Context: an optimization exercise on an open-source flow, tuned for small area and a short achievable clock period. The choices shown serve that exercise and are no tape-out recipe. Power is estimated from default activity; no workload was simulated.

## alu
module alu(FPUCLK, RST, A, B, CTRL, OUT);
  input FPUCLK, RST;
  input [31:0] A, B;
  input [2:0] CTRL;
  output [31:0] OUT;
  ...
Settings: LEC_CHECK=0, CAP_MARGIN=20, CELL_PAD_IN_SITES_DETAIL_PLACEMENT=1, CORE_MARGIN=2, CORE_UTILIZATION=35, SETUP_SLACK_MARGIN=3.6, SLEW_MARGIN=20, TNS_END_PERCENT=5; clock period 7.0 ns.
standard.sh (not shown) runs the stock make flow with config.mk's settings and CLKGATE_MAP_FILE= SYNTH_SCRIPT=/design/flow/synth_recipe.tcl, a recipe that flattens the netlist after the stock synthesis.
==> flow/flow/run.sh <==
#!/bin/bash
set -euo pipefail
cd "$(dirname "$0")/.."
export BUFFER_PORTS_ARGS="-buffer_cell sky130_fd_sc_hd__buf_2"
export SYNTH_ARGS="-noabc"
bash standard.sh > standard_flow.log 2>&1
Next try:
--- a/flow/design.v
+++ b/flow/design.v
@@ -17,41 +17,42 @@
   wire sp_b = a_zero;             
   wire sp_a = ~a_zero & b_zero;   
   wire sel_b = sp_b | (~sp_a & (dab[7] | (d_zero & f_lt)));
   wire [7:0] sh = dab[7] ? dba : dab;
   wire sh_big = (sh > 8'd23) | sp_a | sp_b;
   wire swap = ~mul0 & sel_b;
   wire eff_sub = sa ^ sb ^ sub0;
   wire inf_s_add = a_inf ? sa : sb;
   wire [7:0] e_mul = ea + eb + 8'h81;
   wire s_mul = sa ^ sb;
-  reg [22:0] ma, mb;        
+  reg [22:0] nma, nmb;      
   reg r1_swap, r1_mul, r1_sub, r1_shbig, r1_sa, r1_sb, r1_inf, r1_zero;
   reg [4:0] r1_sh;
   reg [7:0] r1_ea, r1_eb;
   always @(posedge FPUCLK) begin
-    ma <= swap ? fb : fa;    
-    mb <= swap ? fa : fb;
+    nma <= ~fa;
+    nmb <= ~fb;
     r1_swap <= swap;
     r1_mul <= mul0;
     r1_sub <= ~mul0 & eff_sub;
     r1_shbig <= sh_big;
     r1_sh <= sh[4:0];
     r1_ea <= mul0 ? e_mul : ea;
     r1_eb <= eb;
     r1_sa <= mul0 ? s_mul : ((a_inf | b_inf) ? inf_s_add : sa);
     r1_sb <= (a_inf | b_inf) ? inf_s_add : (sp_b ? (sb | sub0) : (sb ^ sub0));
     r1_inf <= a_inf | b_inf;
     r1_zero <= mul0 & (a_zero | b_zero);
   end
-  wire [22:0] xa = ma;
-  wire [22:0] xb = mb;
+  wire [22:0] ma = ~nma, mb = ~nmb;
+  wire [22:0] xa = r1_swap ? mb : ma;
+  wire [22:0] xb = r1_swap ? ma : mb;
   wire [23:0] big = {1'b1, xa};
   wire [23:0] sh0 = r1_shbig ? 24'd0 : {1'b1, xb};
   wire [23:0] sh1 = r1_sh[0] ? {1'b0, sh0[23:1]} : sh0;
   wire [23:0] sh2 = r1_sh[1] ? {2'b0, sh1[23:2]} : sh1;
   wire [23:0] sh3 = r1_sh[2] ? {4'b0, sh2[23:4]} : sh2;
   wire [23:0] sh4 = r1_sh[3] ? {8'b0, sh3[23:8]} : sh3;
   wire [23:0] sml = r1_sh[4] ? {16'b0, sh4[23:16]} : sh4;
   wire [23:0] smx = sml ^ {24{r1_sub}};
   assign s1 = mb[0] ^ (ma[22] & mb[1]) ^ (ma[21] & mb[2]);
   assign c2 = (mb[0] & (ma[22] & mb[1])) | (mb[0] & (ma[21] & mb[2])) | ((ma[22] & mb[1]) & (ma[21] & mb[2]));
Clock skew decreases by 5.2 ps.
Wire length increases by 2.4%.
Final area decreases by 3.5%.
Final cell count increases by 2.5%.
Core utilization barely changes.
Hold slack gains 12 ps.
Global-route usage increases by 1.2 points.
Clock power hardly moves.
No run of this note included a check of the RTL's function; only the layout flow was run.

== main ==
Another version of the RTL of alu (not shown whole).
Size: about 2100 cells after synthesis, ~260 flip-flops, ~100 I/O pins.
Design alu, start of the top module:
module alu(FPUCLK, RST, A, B, CTRL, OUT);
  input FPUCLK, RST;
  input [31:0] A, B;
  input [2:0] CTRL;
  output [31:0] OUT;
  ...
==> flow/config.mk <==
export PLATFORM = sky130hd
export DESIGN_NAME = alu
export DESIGN_NICKNAME = alu
export VERILOG_FILES = /design/flow/design.v
export SDC_FILE = /design/flow/constraint.sdc
export NUM_CORES = 4
export LEC_CHECK = 0
export CAP_MARGIN = 20
export CELL_PAD_IN_SITES_DETAIL_PLACEMENT = 1
export CORE_MARGIN = 2
export CORE_UTILIZATION = 35
export SETUP_SLACK_MARGIN = 3.6
export SLEW_MARGIN = 20
export TNS_END_PERCENT = 5
==> flow/constraint.sdc <==
create_clock -name core_clock -period 7.0 [get_ports {FPUCLK}]
set_input_delay 1.4000 -clock core_clock [delete_from_list [all_inputs] [get_ports {FPUCLK}]]
set_output_delay 1.4000 -clock core_clock [all_outputs]
set_load 0.01 [all_outputs]
Scripts as last shown in full above: flow/flow/run.sh
> inputs changed (main -> the feature branch)
--- a/flow/design.v
+++ b/flow/design.v
@@ -20,37 +20,37 @@
   wire eff_sub = sa ^ sb ^ sub0;
   wire inf_s_add = a_inf ? sa : sb;
   wire [7:0] e_mul = ea + eb + 8'h81;
   wire s_mul = sa ^ sb;
   reg [22:0] nma, nmb;      
   reg r1_swap, r1_mul, r1_sub, r1_sa, r1_sb, r1_inf, r1_zero;
   reg [7:0] r1_d;
   reg r1_sp;
   reg [7:0] r1_ea, r1_eb;
   always @(posedge FPUCLK) begin
-    nma <= ~fa;
-    nmb <= ~fb;
+    nma <= ~(swap ? fb : fa);    
+    nmb <= ~(swap ? fa : fb);
     r1_swap <= swap;
     r1_mul <= mul0;
     r1_sub <= ~mul0 & eff_sub;
     r1_d <= dab;
     r1_sp <= sp_a | sp_b;
     r1_ea <= mul0 ? e_mul : ea;
     r1_eb <= eb;
     r1_sa <= mul0 ? s_mul : ((a_inf | b_inf) ? inf_s_add : sa);
     r1_sb <= (a_inf | b_inf) ? inf_s_add : (sp_b ? (sb | sub0) : (sb ^ sub0));
     r1_inf <= a_inf | b_inf;
     r1_zero <= mul0 & (a_zero | b_zero);
   end
   wire [22:0] ma = ~nma, mb = ~nmb;
-  wire [22:0] xa = r1_swap ? mb : ma;
-  wire [22:0] xb = r1_swap ? ma : mb;
+  wire [22:0] xa = ma;
+  wire [22:0] xb = mb;
   wire [23:0] big = {1'b1, xa};
   wire neg = r1_d[7];
   wire [6:0] u = r1_d[6:0] ^ {7{neg}};
   wire [4:0] r1_sh = u[4:0];
   wire r1_shbig = (|u[6:5]) | (&u[4:3]) | (neg & (u[4:0] == 5'd23)) | r1_sp;
   wire [23:0] sh0 = {1'b1, xb};
   wire [23:0] sh1 = r1_sh[0] ? {1'b0, sh0[23:1]} : sh0;
   wire [23:0] sh2 = r1_sh[1] ? {2'b0, sh1[23:2]} : sh1;
   wire [23:0] sh3 = r1_sh[2] ? {4'b0, sh2[23:4]} : sh2;
   wire [23:0] sh4 = r1_sh[3] ? {8'b0, sh3[23:8]} : sh3;
- Diff main -> the feature branch: sequential power grew by about 12%, power higher, clock share of power moved down, global-route usage essentially unchanged.
- Compared the feature branch against main; portion of the layout cell area used by clock cells within noise.
No run of this note included a check of the RTL's function; only the layout flow was run.

port drivers added, routing unchanged:
In the flow no input, the clock included, has a driving cell. The finished layouts below were timed again as built, in two steps.
Step 1 assumes that a clkbuf_16 drives the clock port and a buf_2 every other input.
Step 2 adds t to the input delays and takes it off the output delays; t is the mean of the earliest and latest rising clock arrival at the registers after step 1. Input paths then give back, and output paths get back, about the clock's delay inside the block.
Slacks: ideal / step 1 / step 2; pairs: ideal / step 1.
run | t (ns) | setup WS [ns] | hold WS [ns] | worst setup path at the end
the first run of note 1 | 0.635 | 3.248 / 3.248 / 2.893 | 0.325 / 0.325 / 0.325 | input to register
the second run of note 1 | 0.613 | 3.315 / 3.315 / 2.858 | 0.336 / 0.336 / 0.336 | input to register
main | 0.638 | 3.068 / 3.068 / 3.019 | 0.323 / 0.323 / 0.323 | input to register
the feature branch | 0.631 | 3.249 / 3.249 / 2.858 | 0.325 / 0.325 / 0.325 | input to register
After both steps setup and hold are still met in every run listed. The setup slack of the second run of note 1, which loses most, moves by 0.000 ns with the drivers and by -0.457 ns with both steps.
